This is an optimization exercise on Yosys and OpenROAD, whose aim is small area, a short achievable clock period and few clock cycles, not a production implementation. RTL that was checked went through simulation tests only; none was proved equivalent to the original. Only the layout flow was run in runs 1 and 4; the RTL was not checked for function there.

==> design/flow/design.v <==
module sha_top
(
  input                 clk,
  input                 rst,
  input  logic [32-1:0] stop_sig,
  input  logic [8-1:0]  datain,
  output logic [32-1:0] st_tra,
  output logic          FINISH_FLAG,
  output logic [255:0]  hash
);
function automatic logic [31:0] k(input logic [5:0] n);
  case (n)
    6'd0: k = 32'h428a2f98;
    6'd1: k = 32'h71374491;
    6'd2: k = 32'hb5c0fbcf;
    6'd3: k = 32'he9b5dba5;
    6'd4: k = 32'h3956c25b;
    6'd5: k = 32'h59f111f1;
    6'd6: k = 32'h923f82a4;
    6'd7: k = 32'hab1c5ed5;
    6'd8: k = 32'hd807aa98;
    6'd9: k = 32'h12835b01;
    6'd10: k = 32'h243185be;
    6'd11: k = 32'h550c7dc3;
    6'd12: k = 32'h72be5d74;
    6'd13: k = 32'h80deb1fe;
    6'd14: k = 32'h9bdc06a7;
    6'd15: k = 32'hc19bf174;
    6'd16: k = 32'he49b69c1;
    6'd17: k = 32'hefbe4786;
    6'd18: k = 32'h0fc19dc6;
    6'd19: k = 32'h240ca1cc;
    6'd20: k = 32'h2de92c6f;
    6'd21: k = 32'h4a7484aa;
    6'd22: k = 32'h5cb0a9dc;
    6'd23: k = 32'h76f988da;
    6'd24: k = 32'h983e5152;
    6'd25: k = 32'ha831c66d;
    6'd26: k = 32'hb00327c8;
    6'd27: k = 32'hbf597fc7;
    6'd28: k = 32'hc6e00bf3;
    6'd29: k = 32'hd5a79147;
    6'd30: k = 32'h06ca6351;
    6'd31: k = 32'h14292967;
    6'd32: k = 32'h27b70a85;
    6'd33: k = 32'h2e1b2138;
    6'd34: k = 32'h4d2c6dfc;
    6'd35: k = 32'h53380d13;
    6'd36: k = 32'h650a7354;
    6'd37: k = 32'h766a0abb;
    6'd38: k = 32'h81c2c92e;
    6'd39: k = 32'h92722c85;
    6'd40: k = 32'ha2bfe8a1;
    6'd41: k = 32'ha81a664b;
    6'd42: k = 32'hc24b8b70;
    6'd43: k = 32'hc76c51a3;
    6'd44: k = 32'hd192e819;
    6'd45: k = 32'hd6990624;
    6'd46: k = 32'hf40e3585;
    6'd47: k = 32'h106aa070;
    6'd48: k = 32'h19a4c116;
    6'd49: k = 32'h1e376c08;
    6'd50: k = 32'h2748774c;
    6'd51: k = 32'h34b0bcb5;
    6'd52: k = 32'h391c0cb3;
    6'd53: k = 32'h4ed8aa4a;
    6'd54: k = 32'h5b9cca4f;
    6'd55: k = 32'h682e6ff3;
    6'd56: k = 32'h748f82ee;
    6'd57: k = 32'h78a5636f;
    6'd58: k = 32'h84c87814;
    6'd59: k = 32'h8cc70208;
    6'd60: k = 32'h90befffa;
    6'd61: k = 32'ha4506ceb;
    6'd62: k = 32'hbef9a3f7;
    6'd63: k = 32'hc67178f2;
    default: k = 32'h0;
  endcase
endfunction
function automatic logic [63:0] csa(input logic [31:0] x, input logic [31:0] y, input logic [31:0] z);
  logic [31:0] s, c;
  s = x ^ y ^ z;
  c = (x & y) | (x & z) | (y & z);
  csa = {s, c[30:0], 1'b0};
endfunction
function automatic logic [31:0] ksadd(input logic [31:0] x, input logic [31:0] y);
  logic [31:0] g, p, gn, pn;
  g = x & y;
  p = x ^ y;
  for (int s = 1; s < 32; s = s * 2) begin
    gn = g; pn = p;
    for (int i = s; i < 32; i++) begin
      gn[i] = g[i] | (p[i] & g[i-s]);
      pn[i] = p[i] & p[i-s];
    end
    g = gn; p = pn;
  end
  ksadd = (x ^ y) ^ {g[30:0], 1'b0};
endfunction
logic       in_byte, in_fin;
logic [7:0] in_data;
logic       rst_q;
always_ff @(posedge clk) begin
  if (rst) begin
    in_byte <= 1'b0;
    in_fin  <= 1'b0;
  end else begin
    in_byte <= (stop_sig == 32'd0);
    in_fin  <= (stop_sig == 32'd2);
  end
  in_data <= datain;
  rst_q   <= rst;
end
logic [60:0] cnt;         
logic [23:0] wbuf;        
logic        padm;        
logic        pwdone;      
logic        nolen;       
logic        final_blk;   
logic        padding;
logic        src_valid;
logic [31:0] src_word;
logic [31:0] padword;
assign padding = padm | in_fin;
always_comb begin
  case (cnt[1:0])
    2'd0: padword = 32'h8000_0000;
    2'd1: padword = {wbuf[7:0], 24'h80_0000};
    2'd2: padword = {wbuf[15:0], 16'h8000};
    default: padword = {wbuf[23:0], 8'h80};
  endcase
end
logic [5:0]  t0;           
logic [0:15][31:0] win;    
logic        blk_busy;     
logic        fin_act;      
logic [1:0]  fin_cnt;
logic        init;         
logic        acc;          
logic        v1, l1, v2, l2;
logic [5:0]  kidx;
logic [31:0] p;
logic        hsl;          
logic        w0ok;         
logic [31:0] a, b, c, d, e, f, g, h;
logic [0:3][31:0] ha, he;  
logic        fin_last;
logic        s0_adv;
logic [31:0] wnew, wsched;
assign fin_last = fin_act & (fin_cnt == 2'd3);
always_comb begin
  if (!padding) begin
    src_valid = in_byte & (cnt[1:0] == 2'd3);
    src_word  = {wbuf, in_data};
  end else begin
    src_valid = !final_blk;
    if (!pwdone)                              src_word = padword;
    else if (t0[3:0] == 4'd14 && !nolen)      src_word = cnt[60:29];
    else if (t0[3:0] == 4'd15 && !nolen)      src_word = {cnt[28:0], 3'b000};
    else                                      src_word = 32'd0;
  end
end
logic [31:0] sg0, sg1;
logic [63:0] ws1, ws2;
assign sg0 = {win[1][6:0], win[1][31:7]} ^ {win[1][17:0], win[1][31:18]} ^ {3'b000, win[1][31:3]};
assign sg1 = {win[14][16:0], win[14][31:17]} ^ {win[14][18:0], win[14][31:19]} ^ {10'b0, win[14][31:10]};
assign ws1 = csa(win[0], win[9], sg0);
assign ws2 = csa(ws1[63:32], ws1[31:0], sg1);
assign wsched = ksadd(ws2[63:32], ws2[31:0]);
assign s0_adv = t0[5] | t0[4] | (src_valid & ((t0 != 6'd0) | w0ok));
assign wnew = (t0[5] | t0[4]) ? wsched : src_word;
logic        sel_sched, sel_src, sel_whold;
logic [31:0] win15_d;
assign sel_sched = t0[5] | t0[4];
assign sel_src   = s0_adv & !sel_sched;
assign sel_whold = !s0_adv;
assign win15_d = ({32{sel_sched}} & wsched) | ({32{sel_src}} & src_word) |
                 ({32{sel_whold}} & win[15]);
logic [31:0] hsel, kv;
logic [63:0] ps1;
assign hsel = hsl ? g : h;
assign kv   = k(kidx);
assign ps1  = csa(win[15], kv, hsel);
logic [31:0] bs1, bs0, ch, maj, anew, enew;
logic [63:0] ac1, ac2, ac3, ec1, ec2;
assign bs1 = {e[5:0], e[31:6]} ^ {e[10:0], e[31:11]} ^ {e[24:0], e[31:25]};
assign bs0 = {a[1:0], a[31:2]} ^ {a[12:0], a[31:13]} ^ {a[21:0], a[31:22]};
assign ch  = (e & f) ^ (~e & g);
assign maj = (a & b) ^ (a & c) ^ (b & c);
assign ec1 = csa(p, d, ch);
assign ec2 = csa(ec1[63:32], ec1[31:0], bs1);
cpa32 u_ecpa (.x(ec2[63:32]), .y(ec2[31:0]), .s(enew));
assign ac1 = csa(p, ch, maj);
assign ac2 = csa(ac1[63:32], bs1, bs0);
assign ac3 = csa(ac1[31:0], ac2[63:32], ac2[31:0]);
cpa32 u_acpa (.x(ac3[63:32]), .y(ac3[31:0]), .s(anew));
logic [31:0] suma, sume, iva, ive;
always_comb begin
  case (fin_cnt)
    2'd0: begin iva = 32'ha54ff53a; ive = 32'h5be0cd19; end
    2'd1: begin iva = 32'h3c6ef372; ive = 32'h1f83d9ab; end
    2'd2: begin iva = 32'hbb67ae85; ive = 32'h9b05688c; end
    default: begin iva = 32'h6a09e667; ive = 32'h510e527f; end
  endcase
end
assign suma = init ? iva : ha[0] + d;
assign sume = init ? ive : he[0] + h;
logic        sel_rnd, sel_fin, sel_hold;
logic [31:0] a_d, e_d;
assign sel_rnd  = v2;
assign sel_fin  = fin_act & !v2;
assign sel_hold = !v2 & !fin_act;
logic       blk_busy_n, fin_act_n;
logic [1:0] fin_cnt_n;
assign blk_busy_n = (t0 == 6'd63) | (blk_busy & !fin_last);
assign fin_act_n  = (v2 & l2) | (fin_act & !fin_last);
assign fin_cnt_n  = (v2 & l2) ? 2'd0 : fin_act ? fin_cnt + 2'd1 : fin_cnt;
assign a_d = ({32{sel_rnd}} & anew) | ({32{sel_fin}} & suma) | ({32{sel_hold}} & a);
assign e_d = ({32{sel_rnd}} & enew) | ({32{sel_fin}} & sume) | ({32{sel_hold}} & e);
always_ff @(posedge clk) begin
  if (rst_q) begin
    cnt       <= '0;
    padm      <= 1'b0;
    pwdone    <= 1'b0;
    nolen     <= 1'b0;
    final_blk <= 1'b0;
    t0        <= 6'd0;
    blk_busy  <= 1'b1;
    fin_act   <= 1'b1;
    fin_cnt   <= 2'd0;
    init      <= 1'b1;
    acc       <= 1'b0;
    v1 <= 1'b0; l1 <= 1'b0; v2 <= 1'b0; l2 <= 1'b0;
    hsl       <= 1'b1;
    w0ok      <= 1'b0;
  end else begin
    if (in_byte) begin
      cnt  <= cnt + 61'd1;
      acc  <= 1'b0;
    end
    if (in_fin) padm <= 1'b1;
    if (s0_adv) begin
      t0 <= t0 + 6'd1;
      if (t0 == 6'd62) acc <= 1'b1;
      if (t0 == 6'd63) begin
        blk_busy <= 1'b1;
        nolen    <= 1'b0;
      end
      if (padding && !(t0[5] | t0[4])) begin
        if (!pwdone) begin
          pwdone <= 1'b1;
          if (t0[3:1] == 3'b111) nolen <= 1'b1;
        end else if (t0[3:0] == 4'd15 && !nolen) begin
          final_blk <= 1'b1;
        end
      end
    end
    v1 <= s0_adv;
    l1 <= s0_adv & (t0 == 6'd63);
    v2 <= v1;
    l2 <= l1;
    if (v2 & l2) begin
      fin_act <= 1'b1;
      fin_cnt <= 2'd0;
    end else if (fin_act) begin
      fin_cnt <= fin_cnt + 2'd1;
      if (fin_last) begin
        fin_act  <= 1'b0;
        init     <= 1'b0;
        blk_busy <= 1'b0;
      end
    end
    hsl  <= v1 | fin_act_n;
    w0ok <= !blk_busy_n | (fin_act_n & fin_cnt_n[1]);
  end
end
always_ff @(posedge clk) begin
  if (rst) FINISH_FLAG <= 1'b0;
  else if (!rst_q && fin_last && final_blk) FINISH_FLAG <= 1'b1;
end
always_ff @(posedge clk) begin
  if (in_byte) wbuf <= {wbuf[15:0], in_data};
  if (s0_adv) win[0:14] <= win[1:15];
  win[15] <= win15_d;
  kidx <= t0;
  p <= ksadd(ps1[63:32], ps1[31:0]);
  if (fin_act) begin
    ha <= {ha[1], ha[2], ha[3], suma};
    he <= {he[1], he[2], he[3], sume};
  end
  a <= a_d;
  e <= e_d;
  if (v2 | fin_act) begin
    b <= a; c <= b; d <= c;
    f <= e; g <= f; h <= g;
  end
end
assign st_tra = {30'd0, acc, acc};
assign hash = {ha[3], ha[2], ha[1], ha[0], he[3], he[2], he[1], he[0]};
endmodule
module cpa32 (input logic [31:0] x, input logic [31:0] y, output logic [31:0] s);
  logic [31:0] g [0:5];
  logic [31:0] p [0:5];
  always_comb begin
    g[0] = x & y;
    p[0] = x ^ y;
    for (int l = 0; l < 5; l++) begin
      for (int i = 0; i < 32; i++) begin
        if (i >= (1 << l)) begin
          g[l+1][i] = g[l][i] | (p[l][i] & g[l][i-(1<<l)]);
          p[l+1][i] = p[l][i] & p[l][i-(1<<l)];
        end else begin
          g[l+1][i] = g[l][i];
          p[l+1][i] = p[l][i];
        end
      end
    end
    s = (x ^ y) ^ {g[5][30:0], 1'b0};
  end
endmodule
==> design/flow/flow/run.sh <==
#!/bin/bash
# Standard ORFS layout, with timing repair aimed at a setup slack margin of 8.5 ns
# (the clock period and constraints are unchanged).
set -euo pipefail
bash standard.sh SETUP_SLACK_MARGIN=8.5 finish > standard_flow.log 2>&1
==> design/flow/standard.sh <==
#!/bin/bash
# synth_recipe.tcl (not shown) runs the flow's synth.tcl, then flattens the netlist and writes it again
# the make line also repeats each setting of config.mk as NAME=value (left out here)
make -C /OpenROAD-flow-scripts/flow DESIGN_CONFIG=/design/flow/config.mk WORK_HOME=/design/flow/orfs CLKGATE_MAP_FILE= SYNTH_SCRIPT=/design/flow/synth_recipe.tcl "${@:-finish}"
==> design/flow/config.mk <==
export PLATFORM = sky130hd
export DESIGN_NAME = sha_top
export DESIGN_NICKNAME = sha_top
export VERILOG_FILES = /design/flow/design.v
export SDC_FILE = /design/flow/constraint.sdc
export NUM_CORES = 4
export LEC_CHECK = 0
export CAP_MARGIN = 20
export CORE_MARGIN = 2
export CORE_UTILIZATION = 45
export PLACE_DENSITY = 0.6
export SLEW_MARGIN = 20
export SYNTH_HIERARCHICAL = 1
export SYNTH_MINIMUM_KEEP_SIZE = 0
==> design/flow/constraint.sdc <==
create_clock -name core_clock -period 13.0 [get_ports {clk}]
set_input_delay 2.6000 -clock core_clock [delete_from_list [all_inputs] [get_ports {clk}]]
set_output_delay 2.6000 -clock core_clock [all_outputs]
set_load 0.01 [all_outputs]
==> reports/results.ini, run 1 <==
[synthesis]
synth_edf_count = 952
ys_warn_count = 10
synth_compound_area_share_pct = 11.3
synth_area_um2 = 61500
synth_top_family_by_area = adder cells
synth.area.mux_share_pct = 2.24
synth-simple-area-share_pct = 7.22
synth_seq_cells = 1207
async_reset_ff_share_pct = 0
synthAdderAreaFrac_pct = 13.1
yosysUniqueCellTypes = 95
avgSynthCellArea_um2 = 12.2
yosys.area_share.xor_xnor_pct = 6.69
syn_inst = 5031
ys_seq_area_share_pct = 54.8
synth_top_flop_cell = edfxtp_1

[die]
die_w_um = 374
coreArea_um2 = 136000
die-area_um2 = 140000
die_y_um = 374
ios = 331
rows = 135
start_util_pct = 45.3

[route]
wl_per_cell_um = 25.0
drtAntennaViolNets = 0
wl_mm = 181
drc_errors = 0
viasPerCell = 5.66
drt-initial-drc-count = 4276
vias = 41000
first_pass_iters = 6

[timing]
rsz0062_at_grt = true
setup-tns-final_ps = 0
skew_ps = 35.2
setup_violations = 0
min_period_ps = 4520
worst_pin_slew_ps = 1180
hold_viol = 0
drv_slew = 0
fmax_ghz = 0.221
finalCritPeriodShare_pct = 34.7
relSlewSlack_pct = 21.5

[clock_network]
clock_latency_ps = 780
cts_sinks = 1207
path_clk_slew_ps = 60
cts_hold_buf = 0
htreeDepth = 4
cts_tree = yes
clockBufferDepth = 3
cts_made_buffers = 134
root_buffer = clkbuf_16

[worst_setup_path]
worstReg2RegEnd = a[30]$_DFF_P_
cp_slowest_cell = fa_1
cp-end-kind = register
path_class = reg2reg
max_stage_delay_ps = 510
worst_setup_path_start_kind = register
required_ps = 13600
cp_max_fo = 7
path_cells = maj3_1 > fa_1 > inv_1 > fa_1 > inv_1 > fa_1 > ha_1 > nand2_2 > nor3_2 > a221oi_1 > nand2_1 > a221o_1 > a211o_1 > o22ai_1 > a31oi_1
startpoint = a[24]$_DFF_P_
worstReg2RegStart = a[24]$_DFF_P_
reg2reg_setup_slack_ps = 8480
cp.arrival_ps = 5120
cpMostUsedCell = fa_1
r2r_cells = 15

[cells_and_area]
nets = 5873
seq_area_um2 = 33900
drive_gt1_share_pct = 12.1
multi_input_area_um2 = 26200
fin_area_um2 = 72600
synthToLayoutAreaGrowth_pct = 18.1
fillCellCount = 11600

[placed_design]
placed_area_um2 = 66100
hpwl_mm = 133
io_buffers = 300
gp_congestion = 0.949

[min_path]
worstHoldStart = win[70]$_DFFE_PP_
hold_path.class = reg2reg
min_to = win[102]$_DFFE_PP_
min_path_cells = 0

[run_status]
status = complete, no violations

[grt]
gr-total-overflow = 0
grt.total_usage_pct = 25.5
grt_max_degree = 191
grt_pass1_vias = 39500
grt_pass1_wl_mm = 264
antenna_found_initial = 8

[job]
maxCapViolCount = 0

-- per-layer routing --
metal / GRT usage, % / vias up / wire [µm]
li1: - / 18500 / -
met1: 37.1 / 20700 / 81200
met2: 39.1 / 1600 / 82300
met3: 4.55 / 251 / 12800
met4: 7.31 / 2 / 5000
met5: 0 / - / 28
-- placed cells by master (no fill, tap or decap), drive strengths merged, types with 33 or more instances in the layout --
cell type      Yosys  layout
a211oi            41      41
a21o             103     103
a21oi            276     276
a31oi             37      37
and3              34      34
buf               74     129
clkbuf           192     177
clkdlybuf4s50      0     298
clkinv             4      35
conb               1      34
dfxtp            255     255
edfxtp           952     952
fa               251     251
ha               216     216
inv              460     467
mux2              35      35
mux2i             85      85
nand2            299     299
nand3             76      76
nand4             50      50
nor2             256     256
nor2b             33      33
nor3              67      67
o211ai            59      59
o21ai            278     278
xnor2            303     303
xor2             167     167
-- repair_timing --
| action | in CTS | in global routing |
|---|---|---|
| setup buffers | 30 | 61 |
| resized for setup | 152 | 153 |
| cloned | 1 | 0 |
| setup endpoints to repair | 266 | 235 |
| pin swaps | 19 | 72 |
-- sequential cells by signal, summed over array words and instances, names as in the netlist, 2 cells and up --
register,cells
win,512
ha,128
he,128
cnt,61
a,32
b,32
c,32
d,32
e,32
f,32
g,32
h,32
kv,32
p,32
wbuf,24
in_data,8
t0,6
fin_cnt,2
-- per-module statistics from Yosys, one instance, submodules excluded --
module | cells | times used
cpa32 | 245 | 2
sha_top | 4541 | 1
-- Yosys cell counts, drive strengths merged (26+ instances only) --
cell type	n	share of area, %
a31oi	37	0.43
edfxtp	952	46
o211ai	59	0.74
a21o	103	1.3
maj3	32	0.52
nand2	299	1.8
and3	34	0.35
nand3	76	0.62
xor2	167	2.4
mux2i	85	1.4
a21oi	276	2.3
xnor2	303	4.3
buf	74	0.70
mux2	35	0.64
o21ai	278	2.3
dfxtp	255	8.3
nor3	67	0.55
ha	216	4.4
nand4	50	0.54
inv	460	2.8
fa	251	8.2
a211oi	41	0.52
a22oi	26	0.32
a221oi	27	0.43
clkbuf	192	1.2
nor2	256	1.6
nor2b	33	0.34
-- how the worst max path moves through the flow --
| stage | to | slack (ps) | depth (start not counted) |
|---|---|---|---|
| 2_1_floorplan | win[100]$_DFFE_PP_ | 4150 | 8 |
| 3_3_place_gp | a[30]$_DFF_P_ | 7960 | 17 |
| 3_5_place_dp | a[30]$_DFF_P_ | 7940 | 17 |
| 4_1_cts | a[30]$_DFF_P_ | 8340 | 16 |
| 5_1_grt | a[30]$_DFF_P_ | 8310 | 16 |
| 6_report | a[30]$_DFF_P_ | 8480 | 15 |
-- cells by family (layout without fill, tap and decap cells) --
family          Yosys count  after routing
compound gates         1059           1059
flops                  1207           1207
xor+xnor                470            470
buf+inv                 730           1134
other cells               1             36
mux                     126            126
simple gates            939            939
fa+ha+maj               499            499
-- final cells by class --
class                      instances  share of cell area, %
inverter                         464                   2.45
clock buffer                     177                   5.05
clock inverter                    63                   1.10
timing repair buffer             430                   5.60
tap                             1781                   3.07
multi-input combinational       3127                   36.1
antenna                            2                0.00689
sequential                      1207                   46.6
-- worst max-delay path: cells and delay by family, from the launching register on --
| family | cells | cell delay [ps] |
|---|---|---|
| DFF | 1 | 420 |
| adders and majority gates | 5 | 2320 |
| AOI/OAI and AO/OA | 5 | 1070 |
| and+or+nand+nor | 3 | 420 |
| buffers and inverters | 2 | 110 |
-- stage by stage --
step           utilization, %  setup slack [ps]  std cells  hold slack [ps]
2_1_floorplan               -              4150       5064              400
3_3_place_gp             48.8              7960       6917              401
3_5_place_dp             48.8              7940       6917              405
4_1_cts                  52.7              8340       7188              409
5_1_grt                  53.5              8310       7249              415
6_report                 53.5              8480       7251              402
==> run 2, diff against run 1 <==
--- a/design/flow/design.v
+++ b/design/flow/design.v
@@ -167,5 +167,5 @@
 assign ws1 = csa(win[0], win[9], sg0);
 assign ws2 = csa(ws1[63:32], ws1[31:0], sg1);
-assign wsched = ksadd(ws2[63:32], ws2[31:0]);
+cpa32 u_wcpa (.x(ws2[63:32]), .y(ws2[31:0]), .s(wsched));
 assign s0_adv = t0[5] | t0[4] | (src_valid & ((t0 != 6'd0) | w0ok));
 assign wnew = (t0[5] | t0[4]) ? wsched : src_word;
@@ -307,7 +307,7 @@
     for (int l = 0; l < 5; l++) begin
       for (int i = 0; i < 32; i++) begin
-        if (i >= (1 << l)) begin
-          g[l+1][i] = g[l][i] | (p[l][i] & g[l][i-(1<<l)]);
-          p[l+1][i] = p[l][i] & p[l][i-(1<<l)];
+        if ((i >> l) & 1) begin
+          g[l+1][i] = g[l][i] | (p[l][i] & g[l][((i >> l) << l) - 1]);
+          p[l+1][i] = p[l][i] & p[l][((i >> l) << l) - 1];
         end else begin
           g[l+1][i] = g[l][i];
==> design/flow/flow/run.sh (replaced) <==
#!/bin/bash
# Standard ORFS layout, with timing repair aimed at a setup slack margin of 8.5 ns
# (the clock period and constraints are unchanged) and plain buf_2 cells as the
# port buffers.
set -euo pipefail
bash standard.sh SETUP_SLACK_MARGIN=8.5 "BUFFER_PORTS_ARGS=-buffer_cell sky130_fd_sc_hd__buf_2" finish > standard_flow.log 2>&1
--- a/design/flow/config.mk
+++ b/design/flow/config.mk
@@ -9,4 +9,6 @@
 export CORE_MARGIN = 2
 export CORE_UTILIZATION = 45
+export CTS_CLUSTER_DIAMETER = 100
+export CTS_CLUSTER_SIZE = 20
 export PLACE_DENSITY = 0.6
 export SLEW_MARGIN = 20
==> run 2 against run 1 <==
Die area is 1.3% lower. First-iteration DRC count is 3.6% higher. Critical path depth stayed put. Via count is 4.6% lower. Clock skew is 25 ps higher. Worst setup slack better by 42 ps. Global-route usage is 0.091 points higher. Sequential share of layout area is 3.6 points higher. Synthesized area is 1.4% lower.
==> reports/results.ini, run 2 <==
[timing]
hold_viol = 0
setup_violations = 0
worst_pin_slew_ps = 1240
fmax_ghz = 0.224
setup-tns-final_ps = 0
finalCritPeriodShare_pct = 34.4
drv_slew = 0
rsz0062_at_grt = true
relSlewSlack_pct = 16.6
skew_ps = 60.2
min_period_ps = 4470

[synthesis]
async_reset_ff_share_pct = 0
yosys-top-cells-area = edfxtp_1 (47%), fa_1 (8.7%), dfxtp_1 (8.4%), xnor2_1 (4.7%), ha_1 (4.4%)
yosysTopAreaCell = edfxtp_1
yosys.area.top_type_share_pct = 47.1
synth_edf_count = 952
avgSynthCellArea_um2 = 12.5
synth_area_um2 = 60700
synth_common_cells = edfxtp_1 (952), inv_1 (378), xnor2_1 (324)
synth_top_flop_cell = edfxtp_1
ys_warn_count = 10
synth_seq_cells = 1207
yosysUniqueCellTypes = 101
syn_inst = 4853
synth.most_common_cell = edfxtp_1
ys_seq_area_share_pct = 55.5

[min_path]
min_path_cells = 0
hold_path.class = reg2reg
worstHoldStart = win[185]$_DFFE_PP_
min_to = win[217]$_DFFE_PP_

[cells_and_area]
final_common_cell = edfxtp_1
largestRegisters = win: 512 flops, ha: 128 flops, he: 128 flops
layout_common_cells = edfxtp_1 (952), inv_1 (373), xnor2_1 (310), buf_2 (300), nor2_1 (286)
nets = 5622
fillCellCount = 11600
multi_input_area_um2 = 25300
top_register = win
drive_gt1_share_pct = 14.5
largest_reg_flops = 512
synthToLayoutAreaGrowth_pct = 10.9
seq_area_um2 = 33800
final_core_util_pct = 50.4

[die]
ios = 331
rows = 134
die_w_um = 371
coreArea_um2 = 134000
die_y_um = 371
start_util_pct = 45.4
die-area_um2 = 138000

[job]
maxCapViolCount = 0

[clock_network]
root_buffer = clkbuf_16
htreeDepth = 3
clock_latency_ps = 740
path_clk_slew_ps = 90
cts_made_buffers = 73
cts_tree = yes
clockBufferDepth = 3
cts_hold_buf = 0
cts_sinks = 1207

[worst_setup_path]
cpMostUsedCell = fa_1
r2r_cells = 15
cp-end-kind = register
worst_setup_path_start_kind = register
worstReg2RegStart = c[2]$_DFFE_PP_
worstReg2RegEnd = a[31]$_DFF_P_
reg2reg_setup_slack_ps = 8530
max_stage_delay_ps = 510
cp_slowest_cell = fa_1
cp.arrival_ps = 5110
path_cells = maj3_2 > fa_1 > inv_1 > fa_1 > inv_1 > fa_1 > ha_4 > o211ai_1 > o211ai_1 > buf_4 > a211oi_4 > a21oi_4 > a221o_2 > mux2i_1 > a22o_1
required_ps = 13640
path_class = reg2reg
cp_max_fo = 5

[grt]
gr-total-overflow = 0
grt.total_usage_pct = 25.6
grt_max_degree = 141
grt_pass1_vias = 37400
grt_pass1_wl_mm = 257
antenna_found_initial = 9

[route]
vias = 39100
viasPerCell = 5.66
wl_per_cell_um = 25.8
drc_errors = 0
wl_mm = 179
drt-initial-drc-count = 4429
first_pass_iters = 7
drtAntennaViolNets = 0

[placed_design]
gp_congestion = 0.933
io_buffers = 300
hpwl_mm = 134

[run_status]
status = complete, no violations

## run 2: critical path, delay by kind of cell (launching register included)
| family | cells | cell delay [ps] |
|---|---|---|
| adder cells (fa/ha/maj) | 5 | 2090 |
| multiplexers | 1 | 130 |
| buffers and inverters | 3 | 300 |
| AO/OA/AOI/OAI | 6 | 1460 |
| flip-flops | 1 | 410 |
## run 2: per-layer routing
metal | global-route usage (%) | routed length (µm) | share of wire [%]
met5 | 0 | 11 | 0.0062
met4 | 6.32 | 4280 | 2.4
met3 | 3.87 | 11600 | 6.5
met2 | 39.2 | 81300 | 45
met1 | 38.2 | 81600 | 46
## run 2: final cells by class
class                      count  area share, %
timing repair buffer         398           3.42
sequential                  1207           50.3
clock inverter                12          0.309
inverter                     382           2.16
tap                         1768           3.29
antenna                        3         0.0112
multi-input combinational   3041           37.6
clock buffer                 106           2.96
## run 2: how the worst max path moves through the flow
stage                       startpoint                 end  depth (start not counted)  slack, ps
floorplan           t0[4]$_SDFFE_PP0P_  win[100]$_DFFE_PP_                          7       3910
global placement         e[14]$_DFF_P_       a[19]$_DFF_P_                         16       7920
detailed placement        e[5]$_DFF_P_       a[13]$_DFF_P_                         14       7850
CTS                      e[13]$_DFF_P_       a[19]$_DFF_P_                         17       8460
global route            f[3]$_DFFE_PP_       a[31]$_DFF_P_                         16       8410
finish                  c[2]$_DFFE_PP_       a[31]$_DFF_P_                         15       8530
## run 2: modules after synthesis (local to each module, per instance)
module,cells,flip-flops and latches,cell area (µm²)
cpa32,186,0,1450
sha_top,4295,1207,56300
## run 2: through the flow
stage | instance area (µm²) | hold slack [ps] | instances | worst slack (ps)
6_report | 67300 | 397 | 6917 | 8530
2_1_floorplan | 60900 | 400 | 4886 | 3910
4_1_cts | 66500 | 396 | 6868 | 8460
3_3_place_gp | 63800 | 400 | 6744 | 7920
3_5_place_dp | 63800 | 405 | 6744 | 7850
5_1_grt | 67300 | 417 | 6914 | 8410
## run 2: timing repair
action | 4_1_cts | 5_1_grt
pin swaps | 7 | 41
gates resized for setup | 113 | 102
setup buffers | 6 | 46
setup endpoints to repair | 275 | 280
gates cloned | 0 | 0
## run 2: kinds of logic (layout without fill, tap and decap cells)
| family | after synthesis | count (layout) | share of synthesized area [%] |
|---|---|---|---|
| AOI/OAI and AO/OA | 965 | 965 | 10.4 |
| xor gates and xnor gates | 471 | 471 | 6.80 |
| adders and majority gates | 509 | 509 | 13.6 |
| buffers and inverters | 638 | 898 | 4.19 |
| DFF | 1207 | 1207 | 55.5 |
| muxes | 127 | 127 | 2.27 |
| other | 1 | 37 | 0.00618 |
| and+or+nand+nor | 935 | 935 | 7.17 |
Testbench counts of run 2, summed over its fixed seeds: cycles 63,502.
==> run 3, diff against run 2 <==
==> design/flow/flow/run.sh (replaced) <==
#!/bin/bash
# Standard ORFS layout, with timing repair aimed at a setup slack margin of 9 ns
# (the clock period and constraints are unchanged) and plain buf_2 cells as the
# port buffers.
set -euo pipefail
bash standard.sh SETUP_SLACK_MARGIN=9 "BUFFER_PORTS_ARGS=-buffer_cell sky130_fd_sc_hd__buf_2" finish > standard_flow.log 2>&1
==> run 3 against run 2 <==
Synthesized cell count is the same. Wire length is 0.76% lower. Non-clock buffer count rose by 120. Core utilization is 1.4 points higher.
==> reports/results.ini, run 3 <==
[run_status]
status = complete, no violations

[grt]
antenna_found_initial = 7
grt_pass1_vias = 37800
grt_max_degree = 164
grt.total_usage_pct = 25.3
gr-total-overflow = 0
grt_pass1_wl_mm = 254

[die]
ios = 331
die_y_um = 371
rows = 134
coreArea_um2 = 134000
start_util_pct = 45.4
die_w_um = 371
die-area_um2 = 138000

[timing]
timing.hold.ws_ps = 378
skew_ps = 63.1
min_period_ps = 4400
worst_pin_slew_ps = 1160
relSlewSlack_pct = 22.7
setup-tns-final_ps = 0
finalCritPeriodShare_pct = 33.9
fmax_ghz = 0.227
setup_violations = 0
hold_viol = 0
drv_slew = 0
timing.final.ws_setup_ps = 8600
rsz0062_at_grt = true

[clock_network]
cts_hold_buf = 0
root_buffer = clkbuf_16
path_clk_slew_ps = 90
cts_sinks = 1207
clockBufferDepth = 3
htreeDepth = 3
clock_latency_ps = 730
cts_tree = yes
cts_made_buffers = 72

[route]
drc_errors = 0
drt-initial-drc-count = 4461
wl_per_cell_um = 25.2
vias = 39500
wl_mm = 177
viasPerCell = 5.61
drtAntennaViolNets = 0
first_pass_iters = 9

[cells_and_area]
layout_common_cells = edfxtp_1 (952), inv_1 (366), buf_2 (296), xnor2_1 (284), nor2_1 (281)
fin_area_um2 = 69200
stdcell_count = 7042
final_core_util_pct = 51.8
final_common_cell = edfxtp_1
fillCellCount = 11500
largestRegisters = win: 512 flops, ha: 128 flops, he: 128 flops
largest_reg_flops = 512
top_register = win
drive_gt1_share_pct = 18.6
synthToLayoutAreaGrowth_pct = 14.1
nets = 5742

[synthesis]
syn_inst = 4853
yosysTopAreaCell = edfxtp_1
synth_common_cells = edfxtp_1 (952), inv_1 (378), xnor2_1 (324)
ys_seq_area_share_pct = 55.5
synth_seq_cells = 1207
avgSynthCellArea_um2 = 12.5
yosysUniqueCellTypes = 101
async_reset_ff_share_pct = 0
ys_warn_count = 10
synth_top_flop_cell = edfxtp_1
yosys.area.top_type_share_pct = 47.1
yosys-top-cells-area = edfxtp_1 (47%), fa_1 (8.7%), dfxtp_1 (8.4%), xnor2_1 (4.7%), ha_1 (4.4%)
synth_edf_count = 952
synth.most_common_cell = edfxtp_1
synth_area_um2 = 60700

[worst_setup_path]
path_class = reg2reg
required_ps = 13610
cp_slowest_cell = fa_1
cp_num_buf_inv = 4
cp.arrival_ps = 5020
cp_max_fo = 4
cp-end-kind = register
cpLargestDelayFamily = adder cells
path_cells = maj3_2 > fa_1 > inv_1 > fa_1 > inv_1 > fa_1 > ha_4 > o211ai_1 > o211ai_1 > buf_4 > a211oi_4 > a21oi_4 > buf_4 > a311o_1 > a22oi_1 > nand2_1
max_stage_delay_ps = 560
cpMostUsedCell = fa_1
worst_setup_path_start_kind = register

[placed_design]
io_buffers = 300
placed_area_um2 = 64000
place_inst = 6736
gp_congestion = 0.925
preCtsSetupSlack_ps = 8030
hpwl_mm = 131

[job]
maxCapViolCount = 0

[min_path]
hold_path.class = reg2reg

run 3: cell counts after synthesis:
Identical to the previous run, type by type.
run 3: metal layers:
| metal | GRT usage [%] | wire length (µm) | vias to the layer above |
|---|---|---|---|
| li1 | - | - | 17900 |
| met3 | 3.45 | 12400 | 208 |
| met4 | 6.49 | 4450 | 0 |
| met2 | 38.8 | 80300 | 1405 |
| met5 | 0 | 0 | - |
| met1 | 37.9 | 80200 | 20000 |
run 3: logic make-up after synthesis:
family	synth area share, %
flip-flops	55.5
AO/OA/AOI/OAI	10.4
AND/OR/NAND/NOR	7.17
buffers and inverters	4.19
adder cells (fa/ha/maj)	13.6
XOR/XNOR	6.80
multiplexers	2.27
other	0.00618
run 3: per-module statistics from Yosys, one instance, submodules excluded:
module	cell area, µm²	flops+latches	cells	times used
cpa32	1450	0	186	3
sha_top	56300	1207	4295	1
run 3: timing repair:
action	CTS	global route
pin swaps	85	94
gates cloned	2	1
setup buffers	131	46
endpoints found under the setup margin	542	290
resized for setup	224	126
run 3: final cells by class:
class                      count  area (µm²)  share of cell area (%)
tap                         1768        2210                    3.20
timing repair inverter         1        5.00                 0.00723
clock buffer                 110        1970                    2.84
antenna                        2        5.00                 0.00723
clock inverter                13         204                   0.295
inverter                     382        1450                    2.10
timing repair buffer         518        3410                    4.93
sequential                  1207       33800                    48.9
multi-input combinational   3041       26100                    37.7
run 3: worst paths after layout:
check,cells past startpoint,startpoint,slack [ps],endpoint
setup / recovery,16,c[3]$_DFFE_PP_,8600,a[26]$_DFF_P_
hold / removal,0,win[123]$_DFFE_PP_,380,win[155]$_DFFE_PP_
setup reg to reg,16,c[3]$_DFFE_PP_,8600,a[26]$_DFF_P_
hold reg to reg,0,win[123]$_DFFE_PP_,380,win[155]$_DFFE_PP_
run 3: worst reg2reg max path, cell delays in order (launching register included):
cell and delay (ps):
edfxtp_1 400, maj3_2 350, fa_1 480, inv_1 50, fa_1 480, inv_1 60, fa_1 560, ha_4 220
o211ai_1 230, o211ai_1 110, buf_4 190, a211oi_4 320, a21oi_4 120, buf_4 160, a311o_1 300, a22oi_1 200
nand2_1 70
==> run 4, diff against run 3 <==
--- a/design/flow/design.v
+++ b/design/flow/design.v
@@ -135,5 +135,7 @@
 logic        blk_busy;     
 logic        fin_act;      
-logic [1:0]  fin_cnt;
+logic [1:0]  ph;           
+logic        fin_pend;     
+logic        acc_pend;     
 logic        init;         
 logic        acc;          
@@ -148,5 +150,5 @@
 logic        s0_adv;
 logic [31:0] wnew, wsched;
-assign fin_last = fin_act & (fin_cnt == 2'd3);
+assign fin_last = fin_act & (ph == 2'd3);
 always_comb begin
   if (!padding) begin
@@ -197,5 +199,5 @@
 logic [31:0] suma, sume, iva, ive;
 always_comb begin
-  case (fin_cnt)
+  case (ph)
     2'd0: begin iva = 32'ha54ff53a; ive = 32'h5be0cd19; end
     2'd1: begin iva = 32'h3c6ef372; ive = 32'h1f83d9ab; end
@@ -211,9 +213,8 @@
 assign sel_fin  = fin_act & !v2;
 assign sel_hold = !v2 & !fin_act;
-logic       blk_busy_n, fin_act_n;
-logic [1:0] fin_cnt_n;
+logic       blk_busy_n, fin_act_n, fin_req;
 assign blk_busy_n = (t0 == 6'd63) | (blk_busy & !fin_last);
-assign fin_act_n  = (v2 & l2) | (fin_act & !fin_last);
-assign fin_cnt_n  = (v2 & l2) ? 2'd0 : fin_act ? fin_cnt + 2'd1 : fin_cnt;
+assign fin_req    = fin_pend | (v2 & l2);
+assign fin_act_n  = (ph == 2'd3) ? fin_req : fin_act;
 assign a_d = ({32{sel_rnd}} & anew) | ({32{sel_fin}} & suma) | ({32{sel_hold}} & a);
 assign e_d = ({32{sel_rnd}} & enew) | ({32{sel_fin}} & sume) | ({32{sel_hold}} & e);
@@ -228,5 +229,7 @@
     blk_busy  <= 1'b1;
     fin_act   <= 1'b1;
-    fin_cnt   <= 2'd0;
+    ph        <= 2'd0;
+    fin_pend  <= 1'b0;
+    acc_pend  <= 1'b0;
     init      <= 1'b1;
     acc       <= 1'b0;
@@ -242,5 +245,4 @@
     if (s0_adv) begin
       t0 <= t0 + 6'd1;
-      if (t0 == 6'd62) acc <= 1'b1;
       if (t0 == 6'd63) begin
         blk_busy <= 1'b1;
@@ -260,17 +262,19 @@
     v2 <= v1;
     l2 <= l1;
-    if (v2 & l2) begin
-      fin_act <= 1'b1;
-      fin_cnt <= 2'd0;
-    end else if (fin_act) begin
-      fin_cnt <= fin_cnt + 2'd1;
-      if (fin_last) begin
-        fin_act  <= 1'b0;
-        init     <= 1'b0;
-        blk_busy <= 1'b0;
-      end
+    if ((acc_pend || (s0_adv && t0 == 6'd62)) && ph == 2'd0) begin
+      acc      <= 1'b1;
+      acc_pend <= 1'b0;
+    end else if (s0_adv && t0 == 6'd62) begin
+      acc_pend <= 1'b1;
+    end
+    ph       <= ph + 2'd1;
+    fin_act  <= fin_act_n;
+    fin_pend <= fin_req & (ph != 2'd3);
+    if (fin_last) begin
+      init     <= 1'b0;
+      blk_busy <= 1'b0;
     end
     hsl  <= v1 | fin_act_n;
-    w0ok <= !blk_busy_n | (fin_act_n & fin_cnt_n[1]);
+    w0ok <= !blk_busy_n | (fin_act_n & (ph[0] ^ ph[1]));
   end
 end
@@ -285,8 +289,6 @@
   kidx <= t0;
   p <= ksadd(ps1[63:32], ps1[31:0]);
-  if (fin_act) begin
-    ha <= {ha[1], ha[2], ha[3], suma};
-    he <= {he[1], he[2], he[3], sume};
-  end
+  ha <= {ha[1], ha[2], ha[3], fin_act ? suma : ha[0]};
+  he <= {he[1], he[2], he[3], fin_act ? sume : he[0]};
   a <= a_d;
   e <= e_d;
==> design/flow/flow/run.sh (replaced) <==
#!/bin/bash
# Standard ORFS layout, with timing repair aimed at a setup slack margin of 8.5 ns
# (the clock period and constraints are unchanged) and plain buf_2 cells as the
# port buffers.
set -euo pipefail
bash standard.sh SETUP_SLACK_MARGIN=8.5 "BUFFER_PORTS_ARGS=-buffer_cell sky130_fd_sc_hd__buf_2" finish > standard_flow.log 2>&1
==> run 4 against run 3 <==
Hold slack worse by 52 ps. Wire length fell by 7.5%. Sequential share of layout area is 0.55 points lower. Count of clock-buffer cells in the layout up 10. Cell count decreased by 1.2%. Critical path type unchanged. Cell area shrank 6.5%.
==> reports/results.ini, run 4 <==
[route]
highest_layer = met5
wl_mm = 164
drtAntennaViolNets = 0
drt-initial-drc-count = 4090
vias = 38800
wl_met2_mm = 70.9
drt-met1-wl_mm = 75.3
viasPerCell = 5.57
first_pass_iters = 9
wl_per_cell_um = 23.6
wl_met3_mm = 13.8
drc_errors = 0

[worst_setup_path]
required_ps = 13640
path_class = reg2reg
cp.arrival_ps = 5130
worstReg2RegStart = a[21]$_DFF_P_
cpMostUsedCell = fa_1
max_stage_delay_ps = 500
r2r_cells = 15
cp-end-kind = register
worst_setup_path_start_kind = register
cp_slowest_cell = fa_1
reg2reg_setup_slack_ps = 8500
worstReg2RegEnd = a[31]$_DFF_P_
path_cells = maj3_1 > fa_1 > inv_1 > fa_1 > inv_1 > fa_1 > ha_1 > a21oi_1 > o21ai_2 > a211oi_4 > a21oi_4 > a221o_2 > mux2i_1 > o22ai_1 > a21oi_1
cp_max_fo = 6

[cells_and_area]
final_common_cell = edfxtp_1
synthToLayoutAreaGrowth_pct = 10.6
layout_common_cells = edfxtp_1 (696), dfxtp_1 (458), inv_1 (374), nor2_1 (347), xnor2_1 (315)
largestRegisters = win: 512 flops, ha: 128 flops, he: 128 flops
largest_reg_flops = 512
drive_gt1_share_pct = 13.4
nets = 5678
top_register = win
final_core_util_pct = 50.1

[min_path]
min_to = ha[121]$_DFF_P_
min_path_cells = 0
worstHoldStart = ha[89]$_DFF_P_
hold_path.class = reg2reg

[placed_design]
hpwl_mm = 122
gp_congestion = 0.952
io_buffers = 300

[job]
maxCapViolCount = 0

[grt]
grt_pass1_wl_mm = 239
grt_pass1_vias = 36300
grt.total_usage_pct = 24.4
gr-total-overflow = 0
grt_max_degree = 196
antenna_found_initial = 7

[synthesis]
async_reset_ff_share_pct = 0
synth_area_um2 = 58500
avgSynthCellArea_um2 = 11.9
synth_edf_count = 696
ys_warn_count = 10
synth.most_common_cell = edfxtp_1
synth_seq_cells = 1209
yosysTopAreaCell = edfxtp_1
yosys-top-cells-area = edfxtp_1 (36%), dfxtp_1 (18%), fa_1 (9.0%), xnor2_1 (4.8%), ha_1 (4.6%)
yosys.area.top_type_share_pct = 35.7
synth_common_cells = edfxtp_1 (696), dfxtp_1 (513), inv_1 (379)
synth_top_flop_cell = edfxtp_1
yosysUniqueCellTypes = 102
syn_inst = 4938
ys_seq_area_share_pct = 53.3

[die]
start_util_pct = 45.3
die_w_um = 365
rows = 132
die-area_um2 = 133000
die_y_um = 365
ios = 331
coreArea_um2 = 129000

[timing]
drv_slew = 0
hold_viol = 0
finalCritPeriodShare_pct = 34.6
relSlewSlack_pct = 21.2
rsz0062_at_grt = true
skew_ps = 50.6
setup-tns-final_ps = 0
worst_pin_slew_ps = 1170
setup_violations = 0
fmax_ghz = 0.222
min_period_ps = 4500

[clock_network]
path_clk_slew_ps = 100
cts_made_buffers = 72
cts_tree = yes
clock_latency_ps = 720
clockBufferDepth = 3
cts_hold_buf = 0
root_buffer = clkbuf_16
htreeDepth = 3
cts_sinks = 1209

[run_status]
status = complete, no violations

==> run 4: changes by cell type in the layout (fill, tap and decap cells not counted), sizes merged, moves of 30 or more <==
cell | previous run | this run
nor2 | 290 | 350
dfxtp | 255 | 513
edfxtp | 952 | 696
mux2i | 89 | 51
a21oi | 272 | 303
buf | 515 | 355
o21a | 20 | 50
==> run 4: timing repair <==
item,4_1_cts,5_1_grt
setup buffers,10,10
resized for setup,103,75
endpoints found under the setup margin,132,331
pin swaps,18,21
==> run 4: cells by family (layout without fill, tap and decap cells) <==
logic type	after synthesis	after routing	synth area share [%]
flip-flops	1209	1209	53.3
multiplexers	97	97	1.99
buffers and inverters	626	869	4.25
other	1	38	0.00641
adder cells (fa/ha/maj)	512	512	14.2
AO/OA/AOI/OAI	1022	1022	11.3
XOR/XNOR	465	465	6.96
AND/OR/NAND/NOR	1006	1006	8.04
==> run 4: cell type report <==
class	count	area, µm²
fillers	11600	64600
diodes	4	10.0
inverters	382	1470
flip-flops and latches	1209	31300
repair buffers	355	1950
well taps	1742	2180
multi-input cells	3136	25600
clock buffers	120	2030
clock inverters	12	173
==> run 4: per-layer routing <==
metal	vias up	global-route usage, %
li1	17700	-
met1	19400	37.0
met2	1480	35.7
met3	206	4.73
met4	6	5.92
met5	-	0
==> run 4: how the worst max path moves through the flow <==
stage	startpoint	to	slack [ps]	cells after the start
6_report	a[21]$_DFF_P_	a[31]$_DFF_P_	8500	15
2_1_floorplan	t0[1]$_SDFFE_PP0P_	win[100]$_DFFE_PP_	3940	5
3_3_place_gp	e[4]$_DFF_P_	a[15]$_DFF_P_	8010	15
4_1_cts	e[23]$_DFF_P_	a[31]$_DFF_P_	8500	16
5_1_grt	b[3]$_DFFE_PP_	a[29]$_DFF_P_	8370	16
3_5_place_dp	e[4]$_DFF_P_	a[15]$_DFF_P_	7970	16
==> run 4: stage by stage <==
step / cells / setup WS [ps] / hold WS [ps] / area [µm²]
2_1_floorplan: 4971 / 3940 / 382 / 58700
3_3_place_gp: 6804 / 8010 / 329 / 61700
3_5_place_dp: 6804 / 7970 / 330 / 61700
4_1_cts: 6946 / 8500 / 336 / 64300
5_1_grt: 6957 / 8370 / 340 / 64700
6_report: 6960 / 8500 / 326 / 64700
==> run 4: modules after synthesis, one instance, submodules excluded <==
module / copies in the design / cells inside / cell area, µm² / flops+latches
sha_top: 1 / 4380 / 54200 / 1209
cpa32: 3 / 186 / 1450 / 0
==> run 4: worst max-delay path, delay by kind of cell (launching register included) <==
kind                     cells  cell delay (ps)
adder cells (fa/ha/maj)      5             2260
AO/OA/AOI/OAI                7             1450
flip-flops                   1              440
multiplexers                 1              160
buffers and inverters        2              100
==> run 5, diff against run 4 <==
--- a/design/flow/design.v
+++ b/design/flow/design.v
@@ -193,7 +193,7 @@
 assign ec2 = csa(ec1[63:32], ec1[31:0], bs1);
 cpa32 u_ecpa (.x(ec2[63:32]), .y(ec2[31:0]), .s(enew));
-assign ac1 = csa(p, ch, maj);
-assign ac2 = csa(ac1[63:32], bs1, bs0);
-assign ac3 = csa(ac1[31:0], ac2[63:32], ac2[31:0]);
+csa32 u_ac1 (.x(p), .y(ch), .z(maj), .s(ac1[63:32]), .c(ac1[31:0]));
+csa32 u_ac2 (.x(ac1[63:32]), .y(bs1), .z(bs0), .s(ac2[63:32]), .c(ac2[31:0]));
+csa32 u_ac3 (.x(ac1[31:0]), .y(ac2[63:32]), .z(ac2[31:0]), .s(ac3[63:32]), .c(ac3[31:0]));
 cpa32 u_acpa (.x(ac3[63:32]), .y(ac3[31:0]), .s(anew));
 logic [31:0] suma, sume, iva, ive;
@@ -321,2 +321,15 @@
   end
 endmodule
+module csa32 (input logic [31:0] x, input logic [31:0] y, input logic [31:0] z,
+              output logic [31:0] s, output logic [31:0] c);
+  logic [31:0] cc;
+  xor3w u_s (.x(x), .y(y), .z(z), .o(s));
+  maj3w u_c (.x(x), .y(y), .z(z), .o(cc));
+  assign c = {cc[30:0], 1'b0};
+endmodule
+module xor3w (input logic [31:0] x, input logic [31:0] y, input logic [31:0] z, output logic [31:0] o);
+  assign o = x ^ y ^ z;
+endmodule
+module maj3w (input logic [31:0] x, input logic [31:0] y, input logic [31:0] z, output logic [31:0] o);
+  assign o = (x & y) | (x & z) | (y & z);
+endmodule
==> run 5 against run 4 <==
Synthesized cell count fell by 0.45%. Critical path type unchanged. First-iteration DRC count is 3.4% lower. Highest routed layer unchanged. Clock skew down 12 ps. Sequential cell count did not move.
==> reports/results.ini, run 5 <==
[die]
ios = 331
rows = 133
die_w_um = 367
die-area_um2 = 135000
die_y_um = 367
coreArea_um2 = 131000
start_util_pct = 45.3

[worst_setup_path]
max_stage_delay_ps = 480
worstReg2RegStart = e[2]$_DFF_P_
worst_setup_path_start_kind = register
cp.arrival_ps = 4920
cpMostUsedCell = xor3_1
cp_slowest_cell = dfxtp_2
path_cells = mux2_2 > xor3_1 > xor3_1 > xor3_1 > ha_1 > a211oi_1 > o211ai_1 > buf_4 > buf_4 > a211oi_4 > a21oi_2 > a221o_2 > xor2_1 > nand2_1 > o31ai_1
worstReg2RegEnd = a[29]$_DFF_P_
cp_max_fo = 6
path_class = reg2reg
cp-end-kind = register
r2r_cells = 15
required_ps = 13580
reg2reg_setup_slack_ps = 8660

[min_path]
min_path_cells = 0
worstHoldStart = he[87]$_DFF_P_
hold_path.class = reg2reg
min_to = he[119]$_DFF_P_

[route]
drtAntennaViolNets = 0
wl_per_cell_um = 24.8
vias = 38800
drc_errors = 0
first_pass_iters = 8
wl_mm = 172
drt-initial-drc-count = 3951
viasPerCell = 5.59

[timing]
hold_viol = 0
min_period_ps = 4340
rsz0062_at_grt = false
setup_violations = 0
setup-tns-final_ps = 0
finalCritPeriodShare_pct = 33.4
timing.final.ws_setup_ps = 8660
relSlewSlack_pct = 24.2
worst_pin_slew_ps = 1140
fmax_ghz = 0.231
skew_ps = 38.6
drv_slew = 0

[grt]
grt_pass1_wl_mm = 251
gr-total-overflow = 0
grt_max_degree = 213
grt.total_usage_pct = 25.1
antenna_found_initial = 5
grt_pass1_vias = 37200

[run_status]
status = complete, no violations

[placed_design]
gp_congestion = 0.940
hpwl_mm = 130
io_buffers = 300
place_inst = 6785
preCtsSetupSlack_ps = 8160

[synthesis]
syn_inst = 4916
ys_warn_count = 10
synth_area_um2 = 59400
avgSynthCellArea_um2 = 12.1

[cells_and_area]
stdcell_count = 6938
layout_common_cells = edfxtp_1 (696), dfxtp_1 (492), nor2_1 (357), xnor2_1 (355), buf_2 (300)
multi_input_area_um2 = 26500
largest_reg_flops = 512
final_common_cell = edfxtp_1
top_register = win
nets = 5550
fillCellCount = 11700
seq_area_um2 = 31200
synthToLayoutAreaGrowth_pct = 9.48
largestRegisters = win: 512 flops, ha: 128 flops, he: 128 flops
drive_gt1_share_pct = 13.7

[job]
maxCapViolCount = 0

[clock_network]
clockBufferDepth = 3
cts_made_buffers = 72
clock_latency_ps = 730
path_clk_slew_ps = 80
htreeDepth = 3
cts_sinks = 1209
cts_tree = yes
root_buffer = clkbuf_16

run 5: per-stage QoR:
step,cell area [µm²],util [%],hold slack [ps]
floorplan,59600,-,382
global placement,62600,47.6,328
detailed placement,62600,47.6,330
CTS,64800,49.3,337
global route,65100,49.6,346
finish,65100,49.6,335
run 5: area by class of cell:
| class | instances | area share (%) |
|---|---|---|
| sequential | 1209 | 48.0 |
| multi-input combinational | 3220 | 40.7 |
| tap | 1755 | 3.37 |
| timing repair buffer | 355 | 3.06 |
| clock buffer | 120 | 3.05 |
| inverter | 262 | 1.53 |
| clock inverter | 13 | 0.288 |
| antenna | 4 | 0.0154 |
run 5: how the worst max path moves through the flow:
stage	startpoint	to	slack [ps]	cells after the start
after floorplan	t0[2]$_SDFFE_PP0P_	win[100]$_DFFE_PP_	4380	5
after global placement	e[1]$_DFF_P_	e[28]$_DFF_P_	8160	14
after detailed placement	e[1]$_DFF_P_	e[28]$_DFF_P_	8160	14
after CTS	e[6]$_DFF_P_	e[28]$_DFF_P_	8400	14
after global routing	e[11]$_DFF_P_	e[31]$_DFF_P_	8480	16
final	e[2]$_DFF_P_	a[29]$_DFF_P_	8660	15
run 5: per-layer routing:
layer	track usage, %	vias to the layer above	share of wire, %
met5	0	-	0.0082
met4	5.39	2	2.0
met3	3.96	180	6.6
met2	39.6	1310	46
met1	36.4	19400	45
li1	-	17900	-
run 5: repair_timing:
item	CTS	global route
setup endpoints to repair	24	133
pin swaps	2	7
resized for setup	7	39
endpoints found under the hold margin	0	0
setup buffers	3	12
hold buffers	0	0
run 5: worst max-delay path, delay by kind of cell, from the launching register on:
family / cells / cell delay (ps)
fa+ha+maj: 1 / 210
simple gates: 1 / 60
xor+xnor: 4 / 1400
flops: 1 / 480
mux: 1 / 420
buf+inv: 2 / 320
compound gates: 6 / 1300
Testbench counts of run 5, summed over its fixed seeds: cycles 64,800.
==> run 6, diff against run 5 <==
==> design/flow/flow/run.sh (replaced) <==
#!/bin/bash
# Standard ORFS layout, with timing repair aimed at a setup slack margin of 9 ns
# (the clock period and constraints are unchanged) and plain buf_2 cells as the
# port buffers.
set -euo pipefail
bash standard.sh SETUP_SLACK_MARGIN=9 "BUFFER_PORTS_ARGS=-buffer_cell sky130_fd_sc_hd__buf_2" finish > standard_flow.log 2>&1
==> run 6 against run 5 <==
Still clean. Hold slack improved by 3.6 ps.
==> reports/results.ini, run 6 <==
[run_status]
status = complete, no violations

[timing]
setup-tns-final_ps = 0
rsz0062_at_grt = true
finalCritPeriodShare_pct = 31.3
fmax_ghz = 0.246
drv_slew = 0
relSlewSlack_pct = 21.7
min_period_ps = 4070
worst_pin_slew_ps = 1160
setup_violations = 0
hold_viol = 0
skew_ps = 52.0

[cells_and_area]
largestRegisters = win: 512 flops, ha: 128 flops, he: 128 flops
largest_reg_flops = 512
final_core_util_pct = 51.3
synthToLayoutAreaGrowth_pct = 13.4
layout_common_cells = edfxtp_1 (696), dfxtp_1 (432), nor2_1 (354), xnor2_1 (317), buf_2 (299)
nets = 5649
final_common_cell = edfxtp_1
top_register = win
drive_gt1_share_pct = 19.7
fin_area_um2 = 67400

[route]
drt-initial-drc-count = 4056
drc_errors = 0
wl_per_cell_um = 24.5
vias = 39700
wl_mm = 172
drtAntennaViolNets = 0
first_pass_iters = 8
viasPerCell = 5.64

[grt]
grt_pass1_vias = 37100
grt.total_usage_pct = 24.7
grt_max_degree = 197
gr-total-overflow = 0
antenna_found_initial = 9
grt_pass1_wl_mm = 248

[die]
coreArea_um2 = 131000
die_y_um = 367
ios = 331
die_w_um = 367
rows = 133
start_util_pct = 45.3
die-area_um2 = 135000

[placed_design]
hpwl_mm = 128
gp_congestion = 0.927
placed_area_um2 = 62500
io_buffers = 300

[synthesis]
ys_warn_count = 10
syn_inst = 4916
synth_area_um2 = 59400
avgSynthCellArea_um2 = 12.1

[clock_network]
htreeDepth = 3
clock_latency_ps = 720
root_buffer = clkbuf_16
cts_tree = yes
clockBufferDepth = 3
path_clk_slew_ps = 80
cts_made_buffers = 72
cts_sinks = 1209

[min_path]
min_path_cells = 0
min_to = he[87]$_DFF_P_
worstHoldStart = he[55]$_DFF_P_
hold_path.class = reg2reg

[job]
maxCapViolCount = 0

[worst_setup_path]
cp-end-kind = register
required_ps = 13570
path_class = reg2reg
cp_max_fo = 4
worst_setup_path_start_kind = register
reg2reg_setup_slack_ps = 8930
worstReg2RegEnd = e[31]$_DFF_P_
worstReg2RegStart = g[1]$_DFFE_PP_
r2r_cells = 15
cp.arrival_ps = 4640

==> run 6: timing repair <==
| action | 4_1_cts | 5_1_grt |
|---|---|---|
| setup buffers | 45 | 70 |
| cloned | 0 | 1 |
| setup endpoints to repair | 198 | 169 |
| hold buffers | 0 | 0 |
| pin swaps | 43 | 97 |
| gates resized for setup | 162 | 233 |
==> run 6: area by class of cell <==
type                            count  area, µm²
Fill cell                       11400      63900
Sequential cell                  1209      31400
Multi-Input combinational cell   3220      27800
Timing Repair Buffer              454       2830
Tap cell                         1755       2200
Clock buffer                      116       1970
Inverter                          262        997
Clock inverter                     13        201
Antenna cell                        4       10.0
==> run 6: worst max path at each step <==
stage	start	to	slack (ps)	depth (start not counted)
global placement	e[6]$_DFF_P_	a[17]$_DFF_P_	8410	13
detailed placement	e[5]$_DFF_P_	a[14]$_DFF_P_	8360	13
CTS	b[3]$_DFFE_PP_	a[29]$_DFF_P_	8920	15
global route	win[472]$_DFFE_PP_	win[31]$_DFF_P_	8760	13
finish	g[1]$_DFFE_PP_	e[31]$_DFF_P_	8930	15
floorplan	t0[2]$_SDFFE_PP0P_	win[100]$_DFFE_PP_	4380	5
==> run 6: critical path, stage by stage, from the launching register on <==
cell,delay [ps]
edfxtp_1,420
mux2_4,320
fa_1,500
inv_2,40
fa_1,490
inv_1,50
fa_2,380
a211oi_4,260
o211ai_1,130
buf_4,190
a211oi_4,320
a21oi_4,120
a221o_2,380
mux2i_1,130
o21ai_1,140
o41ai_1,90
==> run 6: metrics by stage <==
step                      instances  hold slack (ps)  worst slack (ps)
after floorplan                4947              382              4380
after global placement         6784              328              8410
after detailed placement       6784              330              8360
after CTS                      6958              339              8920
after global routing           7029              347              8760
final                          7033              338              8930
==> run 6: routing by layer <==
metal | GRT usage (%) | part of all wire, % | vias to the layer above
li1 | - | - | 18100
met1 | 35.7 | 44 | 19900
met2 | 39.1 | 46 | 1486
met3 | 3.78 | 7.0 | 216
met4 | 6.25 | 2.8 | 0
met5 | 0 | 0 | -

[port drivers added, routing unchanged]
In the flow no input, the clock included, has a driving cell. The finished layouts below were timed again as built, in two steps.
Step 1: set_driving_cell puts a clkbuf_16 on clk and a buf_2 on each other input, an assumption about the parent block.
Step 2 times the ports against the registers' clock, not the clock port: input delays grow and output delays shrink by t, the midpoint of the rising clock arrivals with the driver on.
a / b / c = ideal ports / drivers / drivers and shift; a / b = the first two.
run | t (ns) | slack for setup (ns) | hold WS [ns] | worst setup path at the end | clock arrival spread, ns
run 1 | 0.841 | 8.485 / 8.482 / 8.485 | 0.402 / 0.402 / 0.402 | register to register | 0.036 / 0.037
run 2 | 0.789 | 8.527 / 8.527 / 8.527 | 0.397 / 0.397 / 0.397 | register to register | 0.066 / 0.066
run 3 | 0.778 | 8.598 / 8.598 / 8.598 | 0.378 / 0.378 / 0.378 | register to register | 0.063 / 0.063
run 4 | 0.766 | 8.504 / 8.504 / 8.504 | 0.326 / 0.326 / 0.326 | register to register | 0.051 / 0.051
run 5 | 0.790 | 8.662 / 8.662 / 8.662 | 0.335 / 0.335 / 0.335 | register to register | 0.041 / 0.041
run 6 | 0.777 | 8.930 / 8.930 / 8.930 | 0.338 / 0.338 / 0.338 | register to register | 0.052 / 0.052
After both steps setup and hold are still met in every run listed.
